This is an optimization exercise on Yosys and OpenROAD, whose aim is small area, not a production implementation.
The RTL was checked by simulation tests, not by an equivalence proof against the original design.
Power figures rest on the tool's default switching activity, not on a simulated workload.

$ cat config.mk
export PLATFORM = sky130hd
export DESIGN_NAME = DE0_NANO_G_Sensor
export DESIGN_NICKNAME = DE0_NANO_G_Sensor
export VERILOG_FILES = /design/flow/design.v
export SDC_FILE = /design/flow/constraint.sdc
export NUM_CORES = 4
export LEC_CHECK = 0
export CAP_MARGIN = 20
export CORE_MARGIN = 2
export CORE_UTILIZATION = 40
export SLEW_MARGIN = 20
$ cat run.sh
#!/bin/bash
# synth_recipe.tcl (not shown) runs the flow's synth.tcl, then flattens the netlist and writes it again
# the make line also repeats each setting of config.mk as NAME=value (left out here)
make -C /OpenROAD-flow-scripts/flow DESIGN_CONFIG=/design/flow/config.mk WORK_HOME=/design/flow/orfs CLKGATE_MAP_FILE= SYNTH_SCRIPT=/design/flow/synth_recipe.tcl finish
$ cat design.v
parameter	IDLE_MSB		=	14;
parameter	SI_DataL		=	15;
parameter	SO_DataL		=	7;
parameter	WRITE_MODE		=	2'b00;
parameter	READ_MODE		  =	2'b10;
parameter	INI_NUMBER	  =	4'd11;
parameter	IDLE		      =	1'b0;
parameter	TRANSFER		  =	1'b1;
parameter	BW_RATE			  =	6'h2c;
parameter	POWER_CONTROL	=	6'h2d;
parameter	DATA_FORMAT		=	6'h31;
parameter	INT_ENABLE		=	6'h2E;
parameter	INT_MAP			  =	6'h2F;
parameter	THRESH_ACT		=	6'h24;
parameter	THRESH_INACT	=	6'h25;
parameter	TIME_INACT		=	6'h26;
parameter	ACT_INACT_CTL	=	6'h27;
parameter	THRESH_FF		  =	6'h28;
parameter	TIME_FF			  =	6'h29;
parameter	INT_SOURCE		=	6'h30;  
parameter	X_LB 			    =	6'h32;  
parameter	X_HB			    =	6'h33;  
parameter	Y_LB			    =	6'h34;  
parameter	Y_HB			    =	6'h35;  
parameter	Z_LB			    =	6'h36;  
parameter	Z_HB			    =	6'h37;  
module spi_controller (		
							iRSTN,
							iSPI_CLK,
							iSPI_CLK_OUT,
							iP2S_DATA,
							iSPI_GO,
							oSPI_END,					
							oS2P_DATA,							
							iSPI_SDI,
							oSPI_SDO,
							oSPI_SDO_EN,
							oSPI_CSN,							
							oSPI_CLK);
parameter	IDLE_MSB		=	14;
parameter	SI_DataL		=	15;
parameter	SO_DataL		=	7;
parameter	WRITE_MODE		=	2'b00;
parameter	READ_MODE		  =	2'b10;
parameter	INI_NUMBER	  =	4'd11;
parameter	IDLE		      =	1'b0;
parameter	TRANSFER		  =	1'b1;
parameter	BW_RATE			  =	6'h2c;
parameter	POWER_CONTROL	=	6'h2d;
parameter	DATA_FORMAT		=	6'h31;
parameter	INT_ENABLE		=	6'h2E;
parameter	INT_MAP			  =	6'h2F;
parameter	THRESH_ACT		=	6'h24;
parameter	THRESH_INACT	=	6'h25;
parameter	TIME_INACT		=	6'h26;
parameter	ACT_INACT_CTL	=	6'h27;
parameter	THRESH_FF		  =	6'h28;
parameter	TIME_FF			  =	6'h29;
parameter	INT_SOURCE		=	6'h30;  
parameter	X_LB 			    =	6'h32;  
parameter	X_HB			    =	6'h33;  
parameter	Y_LB			    =	6'h34;  
parameter	Y_HB			    =	6'h35;  
parameter	Z_LB			    =	6'h36;  
parameter	Z_HB			    =	6'h37;  
input				              iRSTN;
input				              iSPI_CLK;
input				              iSPI_CLK_OUT;
input	      [SI_DataL:0]  iP2S_DATA; 
input	      			        iSPI_GO;
output	  			          oSPI_END;
output	reg [SO_DataL:0]	oS2P_DATA;
input				              iSPI_SDI;
output				            oSPI_SDO;
output				            oSPI_SDO_EN;
output	   			          oSPI_CSN;
output				            oSPI_CLK;
wire          read_mode, write_address;
reg           spi_count_en;
reg  	[3:0]		spi_count;
assign read_mode = iP2S_DATA[SI_DataL];
assign write_address = spi_count[3];
assign oSPI_END = ~|spi_count;
assign oSPI_CSN = ~iSPI_GO;
assign oSPI_CLK = spi_count_en ? iSPI_CLK_OUT : 1'b1;
assign oSPI_SDO_EN = spi_count_en && (!read_mode || write_address);
assign oSPI_SDO = iP2S_DATA[spi_count];
always @ (posedge iSPI_CLK or negedge iRSTN)
	if (!iRSTN)
	begin
		spi_count_en <= 1'b0;
		spi_count <= 4'hf;
		oS2P_DATA <= {(SO_DataL+1){1'b0}};
	end
	else 
	begin
		if (oSPI_END)
			spi_count_en <= 1'b0;
		else if (iSPI_GO)
			spi_count_en <= 1'b1;
		if (!spi_count_en)	
  		spi_count <= 4'hf;		
		else
			spi_count	<= spi_count - 4'b1;
    if (read_mode && !write_address)
		  oS2P_DATA <= {oS2P_DATA[SO_DataL-1:0], iSPI_SDI};
	end
endmodule
module spi_ee_config (			
								iRSTN,															
								iSPI_CLK,								
								iSPI_CLK_OUT,								
								iG_INT2,
								oDATA_L,
								oDATA_H,
								iSPI_SDI,
								oSPI_SDO,
								oSPI_SDO_EN,
								oSPI_CSN,
								oSPI_CLK);
parameter	IDLE_MSB		=	14;
parameter	SI_DataL		=	15;
parameter	SO_DataL		=	7;
parameter	WRITE_MODE		=	2'b00;
parameter	READ_MODE		  =	2'b10;
parameter	INI_NUMBER	  =	4'd11;
parameter	IDLE		      =	1'b0;
parameter	TRANSFER		  =	1'b1;
parameter	BW_RATE			  =	6'h2c;
parameter	POWER_CONTROL	=	6'h2d;
parameter	DATA_FORMAT		=	6'h31;
parameter	INT_ENABLE		=	6'h2E;
parameter	INT_MAP			  =	6'h2F;
parameter	THRESH_ACT		=	6'h24;
parameter	THRESH_INACT	=	6'h25;
parameter	TIME_INACT		=	6'h26;
parameter	ACT_INACT_CTL	=	6'h27;
parameter	THRESH_FF		  =	6'h28;
parameter	TIME_FF			  =	6'h29;
parameter	INT_SOURCE		=	6'h30;  
parameter	X_LB 			    =	6'h32;  
parameter	X_HB			    =	6'h33;  
parameter	Y_LB			    =	6'h34;  
parameter	Y_HB			    =	6'h35;  
parameter	Z_LB			    =	6'h36;  
parameter	Z_HB			    =	6'h37;  
input					          iRSTN;
input					          iSPI_CLK, iSPI_CLK_OUT;
input					          iG_INT2;
output reg [SO_DataL:0] oDATA_L;
output reg [SO_DataL:0] oDATA_H;
input					          iSPI_SDI;
output					        oSPI_SDO;
output					        oSPI_SDO_EN;
output					        oSPI_CSN;
output					        oSPI_CLK;       
reg	    [3:0] 	       ini_index;
reg		  [SI_DataL-2:0] write_data;
reg		  [SI_DataL:0]	 p2s_data;
reg                    spi_go;
wire                   spi_end;
wire	  [SO_DataL:0]	 s2p_data; 
reg     [SO_DataL:0]	 low_byte_data;
reg		       		       spi_state;
reg                    high_byte;  
reg                    read_back;  
reg                    clear_status, read_ready;
reg     [3:0]          clear_status_d;
reg                    high_byte_d, read_back_d;
reg	    [IDLE_MSB:0]   read_idle_count;  
spi_controller u_spi_controller (		
							.iRSTN(iRSTN),
							.iSPI_CLK(iSPI_CLK),
							.iSPI_CLK_OUT(iSPI_CLK_OUT),
							.iP2S_DATA(p2s_data),
							.iSPI_GO(spi_go),
							.oSPI_END(spi_end),			
							.oS2P_DATA(s2p_data),			
							.iSPI_SDI(iSPI_SDI),
							.oSPI_SDO(oSPI_SDO),
							.oSPI_SDO_EN(oSPI_SDO_EN),
							.oSPI_CSN(oSPI_CSN),							
							.oSPI_CLK(oSPI_CLK));
always @ (ini_index)
	case (ini_index)
    0      : write_data = {THRESH_ACT,8'h20};
    1      : write_data = {THRESH_INACT,8'h03};
    2      : write_data = {TIME_INACT,8'h01};
    3      : write_data = {ACT_INACT_CTL,8'h7f};
    4      : write_data = {THRESH_FF,8'h09};
    5      : write_data = {TIME_FF,8'h46};
    6      : write_data = {BW_RATE,8'h09};  
    7      : write_data = {INT_ENABLE,8'h10};	
    8      : write_data = {INT_MAP,8'h10};
    9      : write_data = {DATA_FORMAT,8'h40};
	  default: write_data = {POWER_CONTROL,8'h08};
	endcase
always@(posedge iSPI_CLK or negedge iRSTN)
	if(!iRSTN)
	begin
		ini_index	<= 4'b0;
		spi_go		<= 1'b0;
		spi_state	<= IDLE;
		read_idle_count <= 0;  
		high_byte <= 1'b0;  
		read_back <= 1'b0;  
    clear_status <= 1'b0;
		read_ready <= 1'b0;
		p2s_data <= {(SI_DataL+1){1'b0}};
		low_byte_data <= {(SO_DataL+1){1'b0}};
		oDATA_L <= {(SO_DataL+1){1'b0}};
		oDATA_H <= {(SO_DataL+1){1'b0}};
	end
	else if(ini_index < INI_NUMBER) 
		case(spi_state)
			IDLE : begin
					p2s_data  <= {WRITE_MODE, write_data};
					spi_go		<= 1'b1;
					spi_state	<= TRANSFER;
			end
			TRANSFER : begin
					if (spi_end)
					begin
		        ini_index	<= ini_index + 4'b1;
						spi_go		<= 1'b0;
						spi_state	<= IDLE;							
					end
			end
		endcase
  else 
		case(spi_state)
			IDLE : begin
				  read_idle_count <= read_idle_count + 1;
					if (high_byte)  
				  begin
					  p2s_data[15:8] <= {READ_MODE, X_HB};						
					  read_back      <= 1'b1;
					end
				  else if (read_ready)
				  begin
					  p2s_data[15:8] <= {READ_MODE, X_LB};						
					  read_back      <= 1'b1;
					end
				  else if (!clear_status_d[3]&&iG_INT2 || read_idle_count[IDLE_MSB])
				  begin
					  p2s_data[15:8] <= {READ_MODE, INT_SOURCE};
					  clear_status   <= 1'b1;
          end
          if (high_byte || read_ready || read_idle_count[IDLE_MSB] || !clear_status_d[3]&&iG_INT2)
          begin
					  spi_go		<= 1'b1;
					  spi_state	<= TRANSFER;
					end
				  if (read_back_d)  
				  begin
				  	if (high_byte_d)
				  	begin
				  	  oDATA_H <= s2p_data;	
				  	  oDATA_L <= low_byte_data;			  		
				  	end
				  	else
				  		low_byte_data <= s2p_data;
				  end
			end
			TRANSFER : begin
					if (spi_end)
					begin
						spi_go		<= 1'b0;
						spi_state	<= IDLE;
						if (read_back)
						begin
							read_back <= 1'b0;
					    high_byte <= !high_byte;
					    read_ready <= 1'b0;					
					  end
					  else
					  begin
              clear_status <= 1'b0;
              read_ready <= s2p_data[6];					  	
					    read_idle_count <= 0;
            end
					end
			end
		endcase
always@(posedge iSPI_CLK or negedge iRSTN)
	if(!iRSTN)
	begin
		high_byte_d <= 1'b0;
		read_back_d <= 1'b0;
		clear_status_d <= 4'b0;
	end
	else
	begin
		high_byte_d <= high_byte;
		read_back_d <= read_back;
		clear_status_d <= {clear_status_d[2:0], clear_status};
	end
endmodule					
module led_driver (iRSTN, iCLK, iDIG, iG_INT2, oLED);
input				       iRSTN;
input				       iCLK;
input		    [9:0]  iDIG;
input		           iG_INT2;
output	    [7:0]  oLED;
wire				[4:0]  select_data;
wire               signed_bit;
wire				[3:0]  abs_select_high;
reg				  [1:0]  int2_d;
reg	        [23:0] int2_count;
reg	               int2_count_en;
assign select_data = iG_INT2 ? iDIG[9:5] :   
                               (iDIG[9]?(iDIG[8]?iDIG[8:4]:5'h10):(iDIG[8]?5'hf:iDIG[8:4]));  
assign signed_bit = select_data[4];
assign abs_select_high = signed_bit ? ~select_data[3:0] : select_data[3:0];  
assign oLED = int2_count[23] ? ((abs_select_high[3:1] == 3'h0) ? 8'h18 :
				                        (abs_select_high[3:1] == 3'h1) ? (signed_bit?8'h8:8'h10) :
				                        (abs_select_high[3:1] == 3'h2) ? (signed_bit?8'hc:8'h30) :
				                        (abs_select_high[3:1] == 3'h3) ? (signed_bit?8'h4:8'h20) :
				                        (abs_select_high[3:1] == 3'h4) ? (signed_bit?8'h6:8'h60) :
				                        (abs_select_high[3:1] == 3'h5) ? (signed_bit?8'h2:8'h40) :
				                        (abs_select_high[3:1] == 3'h6) ? (signed_bit?8'h3:8'hc0) :
				                                                         (signed_bit?8'h1:8'h80)):
				                        (int2_count[20] ? 8'h0 : 8'hff);  
always@(posedge iCLK or negedge iRSTN)
	if (!iRSTN)
  begin
    int2_count_en	<= 1'b0;	
    int2_count <= 24'h800000;
    int2_d <= 2'b00;
  end
	else
	begin
		int2_d <= {int2_d[0], iG_INT2};
		if (!int2_d[1] && int2_d[0])
    begin
      int2_count_en	<= 1'b1;		
	    int2_count <= 24'h0;
	  end
	  else if (int2_count[23])
	  	int2_count_en	<= 1'b0; 	
    else
	  	int2_count <= int2_count + 1;
	end
endmodule
module DE0_NANO_G_Sensor(
	clk,
	rst_n,
	spi_clk_out,
	LED,
	DATA_X,
	G_SENSOR_CS_N,
	G_SENSOR_INT,
	I2C_SCLK,
	I2C_SDAT_IN,
	I2C_SDAT_OUT,
	I2C_SDAT_OE
);
input 		          		clk;
input 		          		rst_n;
input 		          		spi_clk_out;
output		     [7:0]		LED;
output		    [15:0]		DATA_X;
output		          		G_SENSOR_CS_N;
input 		          		G_SENSOR_INT;
output		          		I2C_SCLK;
input 		          		I2C_SDAT_IN;
output		          		I2C_SDAT_OUT;
output		          		I2C_SDAT_OE;
wire	[15:0]  data_x;
assign DATA_X = data_x;
spi_ee_config u_spi_ee_config (			
						.iRSTN(rst_n),															
						.iSPI_CLK(clk),								
						.iSPI_CLK_OUT(spi_clk_out),								
						.iG_INT2(G_SENSOR_INT),            
						.oDATA_L(data_x[7:0]),
						.oDATA_H(data_x[15:8]),
						.iSPI_SDI(I2C_SDAT_IN),
						.oSPI_SDO(I2C_SDAT_OUT),
						.oSPI_SDO_EN(I2C_SDAT_OE),
						.oSPI_CSN(G_SENSOR_CS_N),
						.oSPI_CLK(I2C_SCLK));
led_driver u_led_driver	(	
						.iRSTN(rst_n),
						.iCLK(clk),
						.iDIG(data_x[9:0]),
						.iG_INT2(G_SENSOR_INT),            
						.oLED(LED));	
endmodule
$ cat constraint.sdc
create_clock -name core_clock -period 10.0 [get_ports {clk}]
set_input_delay 2.0000 -clock core_clock [delete_from_list [all_inputs] [get_ports {clk}]]
set_output_delay 2.0000 -clock core_clock [all_outputs]
set_load 0.01 [all_outputs]
==> flow_metrics.py <==
metrics = {
    "outcome": {
        "outcome": "no timing/DRC/antenna violations",
    },
    "timing": {
        "post-route-min-period_ps": 6220,
        "max_slew_margin_pct": 36.8,
        "min_period_over_period_pct": 62.2,
        "slew_violations": 0,
        "report.final.hold_viol_count": 0,
        "worstMarginPinSlew_ps": 943,
        "finalSetupTns_ps": 0,
        "finClkSkew_ps": 8.01,
        "rsz0062_at_grt": "no",
        "setup_violations": 0,
        "fin_hold_ws_ps": 352,
        "max_freq_mhz": 161,
        "layout_setup_ws_ps": 3780,
    },
    "layout": {
        "nets": 539,
        "multi_input_area_um2": 2350,
        "layout.cells.non_filler": 702,
        "post-route-util_pct": 47.2,
        "seqCellArea_um2": 2710,
        "area_delta_synth_final_pct": 14.5,
        "n_antenna_cell": 0,
        "fillers": 1201,
        "finalInstanceArea_um2": 6000,
        "layout-drive-gt1-share_pct": 13.4,
    },
    "global_routing": {
        "antenna_found_initial": 0,
        "met1_usage_pct": 20.6,
        "grt_max_degree": 63,
        "grt_usage_pct": 15.5,
        "grt_pass1_wl_mm": 17.8,
        "gr-total-overflow": 0,
        "met2_usage_pct": 25.7,
        "grt.met3_usage_pct": 2.56,
        "grt_pass1_vias": 3651,
        "top_usage_layer": "met2",
    },
    "logic_synthesis": {
        "synth_fp_nets": 519,
        "synthSimpleGateAreaFrac_pct": 16.3,
        "synth.area.top_cells": "dfrtp_1, mux2_2, o21ai_0, a21oi_1, nor2_1",
        "async_flop_share_pct": 100,
        "synth_cell_types": 57,
        "ys_ff_latch": 108,
        "synth-edff-count": 0,
        "seq_area_frac_synth_pct": 51.7,
        "ys.warnings.count": 3,
        "synth_top_family_by_area": "simple AND/OR/NAND/NOR gates",
        "synth_common_cells": "dfrtp_1, nor2_1, nand2_1",
        "synth-compound-area-share_pct": 12.8,
        "synth_xor_area_share_pct": 3.34,
        "syn_inst": 505,
        "netlist.area_leader.share_pct": 49.2,
        "synthFlopType": "dfrtp_1",
        "synth_area_um2": 5240,
        "synth_largest_area_cell": "dfrtp_1",
        "synth_most_common_cell": "dfrtp_1",
        "synthMuxAreaShare_pct": 9.93,
        "synth_fa_ha_area_share_pct": 2.15,
        "avgSynthCellArea_um2": 10.4,
    },
    "place": {
        "io_buffers": 32,
        "place.gp.congestion": 0.796,
        "place_ws_ps": 3810,
        "placed_area_um2": 5690,
        "place_hpwl_mm": 6.98,
        "numPlacedInstances": 686,
    },
    "routing": {
        "wl_per_cell_um": 14.7,
        "detail_route.vias_per_cell": 5.38,
        "routed_wl_mm": 10.3,
        "dr.pass1.iters": 4,
        "num_vias": 3780,
        "drc_errors": 0,
        "drt_iter0_drc": 297,
        "final_antenna_net_count": 0,
    },
    "clock_network": {
        "clk_pin_slew_worst_paths_ps": 70,
        "cts.sinks": 108,
        "h-tree-depth": 3,
        "cts-root-buf": "clkbuf_16",
        "numCtsBuffers": 9,
        "cts_hold_buf": 0,
        "cts_resized": 0,
        "cts_tree": "built",
        "worstSkewPairLatency_ps": 350,
        "clk_path_buf_depth": 2,
        "post_cts_buffers": 0,
    },
    "die": {
        "die_w_um": 118,
        "die_h_um": 118,
        "die_area_um2": 14000,
        "start_util_pct": 41.2,
        "core-area_um2": 12700,
        "num_rows": 41,
        "ioPinCount": 33,
    },
    "worst_setup_path": {
        "crit_top_cell": "clkdlybuf4s50_1",
        "critPathLaunchType": "primary input",
        "crit_buf_inv": 2,
        "crit_path_max_incr_delay_ps": 640,
        "cpLargestDelayFamily": "buffers and inverters",
        "crit_path_max_fanout": 15,
        "crit_type": "in2out",
        "cp_slowest_cell": "clkdlybuf4s50_1",
        "required_ps": 8000,
        "crit_chain": "clkdlybuf4s50_1 -> or2_2 -> o211ai_1 -> mux2i_1 -> o21ai_0 -> clkdlybuf4s50_1",
        "end_kind": "primary output",
        "crit_arrival_ps": 4220,
    },
    "job": {
        "max_cap_violations": 0,
    },
    "pwr": {
        "sw_frac_of_total_pct": 23.1,
        "p_seq_share_pct": 53.0,
        "cellPowerDensity_nw_per_um2": 141,
        "power.leakage_nw": 2.53,
        "switching_power_mw": 0.195,
        "power.share.combinational_pct": 3.7,
        "peakVddDrop_mv": 0.0741,
        "p_total_mw": 0.846,
        "clockPowerShare_pct": 43.3,
        "p_int_mw": 0.651,
    },
    "hold_path": {
        "hp-class": "reg2reg",
    },
}
final timing paths:
check | start | slack [ps] | end | cells past startpoint
setup / recovery | G_SENSOR_INT | 3780 | LED[2] | 6
hold / removal | u_spi_ee_config.clear_status_d[1] | 350 | u_spi_ee_config.clear_status_d[2] | 0
setup reg to reg | u_spi_ee_config.ini_index[0] | 7410 | u_spi_ee_config.oDATA_L[1] | 5
hold reg to reg | u_spi_ee_config.clear_status_d[1] | 350 | u_spi_ee_config.clear_status_d[2] | 0
max in group asynchronous | rst_n | 7150 | u_spi_ee_config.read_idle_count[1] | 2
min in group asynchronous | rst_n | 1650 | u_led_driver.int2_count[16] | 1
power groups by stage:
stage / logic [mW] / clock network, mW / registers [mW]
after global placement: 0.0309 / 0 / 0.457
after floorplan: 0.0168 / 0 / 0.456
after CTS: 0.0321 / 0.378 / 0.449
final: 0.0310 / 0.367 / 0.449
after detailed placement: 0.0318 / 0 / 0.458
after global routing: 0.0360 / 0.396 / 0.450
sequential cells by signal, summed over array words and instances (netlist names), 4 cells and up:
signal,flops
u_led_driver.int2_count,24
u_spi_ee_config.read_idle_count,15
u_spi_ee_config.p2s_data,14
u_spi_ee_config.low_byte_data,8
u_spi_ee_config.oDATA_H,8
u_spi_ee_config.oDATA_L,8
u_spi_ee_config.u_spi_controller.oS2P_DATA,8
u_spi_ee_config.clear_status_d,4
u_spi_ee_config.ini_index,4
u_spi_ee_config.u_spi_controller.spi_count,4
worst register-to-register path, delay by kind of cell (launching register included):
family          cells  cell delay [ps]
flops               1              520
mux                 1              520
simple gates        2              860
fa+ha+maj           1              380
compound gates      1              190
cell usage in the layout, fill, tap and decap left out, types with 3 or more instances in the layout:
cell type	netlist	layout
a211oi_1	4	4
a21o_1	3	3
o211ai_1	3	3
nand4_1	9	9
nor2b_1	4	3
mux2i_1	7	7
nor3_1	9	8
inv_6	0	3
clkdlybuf4s50_1	0	31
nor2_1	41	41
o21a_1	4	4
inv_1	23	23
dfrtp_1	103	103
nand3_1	19	19
or2_2	4	4
buf_4	1	3
or4_1	5	5
dfstp_2	5	5
mux4_2	3	3
xnor2_1	16	16
or3_1	17	17
nand2b_1	6	6
nand2_1	37	37
nor4_1	5	5
xor2_1	4	4
o21ai_0	34	34
clkbuf_16	0	9
a21oi_1	32	32
mux2_2	34	34
ha_1	9	9
o41ai_1	5	5
o22a_1	3	3
kinds of logic (layout without fill, tap and decap cells):
family	after synthesis	after routing
AND/OR/NAND/NOR	169	169
flip-flops	108	108
AO/OA/AOI/OAI	107	107
buffers and inverters	48	73
multiplexers	44	44
XOR/XNOR	20	20
adder cells (fa/ha/maj)	9	9
cell type report:
class                   count  area share [%]
clock inverters             7            1.36
clock buffers               9            3.75
repair buffers             34            5.55
flip-flops and latches    108            45.2
well taps                 172            3.59
multi-input cells         349            39.2
inverters                  23            1.44
routing by layer:
layer	share of wire (%)	vias to the layer above
li1	-	1844
met3	2.8	12
met4	1.5	0
met1	48	1865
met5	0	-
met2	48	59

## separate check: timing with driven ports
The flow's constraints put no driver on any port. The routed layout listed below was extracted and timed again, unchanged, in two steps.
Step 1: set_driving_cell puts a clkbuf_16 on clk and a buf_2 on each other input, an assumption about the parent block.
Step 2 moves the port delays by t, midway between the first and last clock arrival at a register: inputs arrive t later, outputs are due t later. That takes back most of the time a late clock gives input paths.
a / b / c = ideal / step 1 / step 2; a / b = the first two.
shift t [ns]: 0.382
setup WS [ns]: 3.784 / 3.755 / 3.755
worst data-port slew with drivers (ns): 0.03
cell pins on the clock port's net: 1
After both steps setup and hold are still met in this run. The setup slack of this run moves by -0.029 ns with the drivers and by -0.029 ns with both steps.
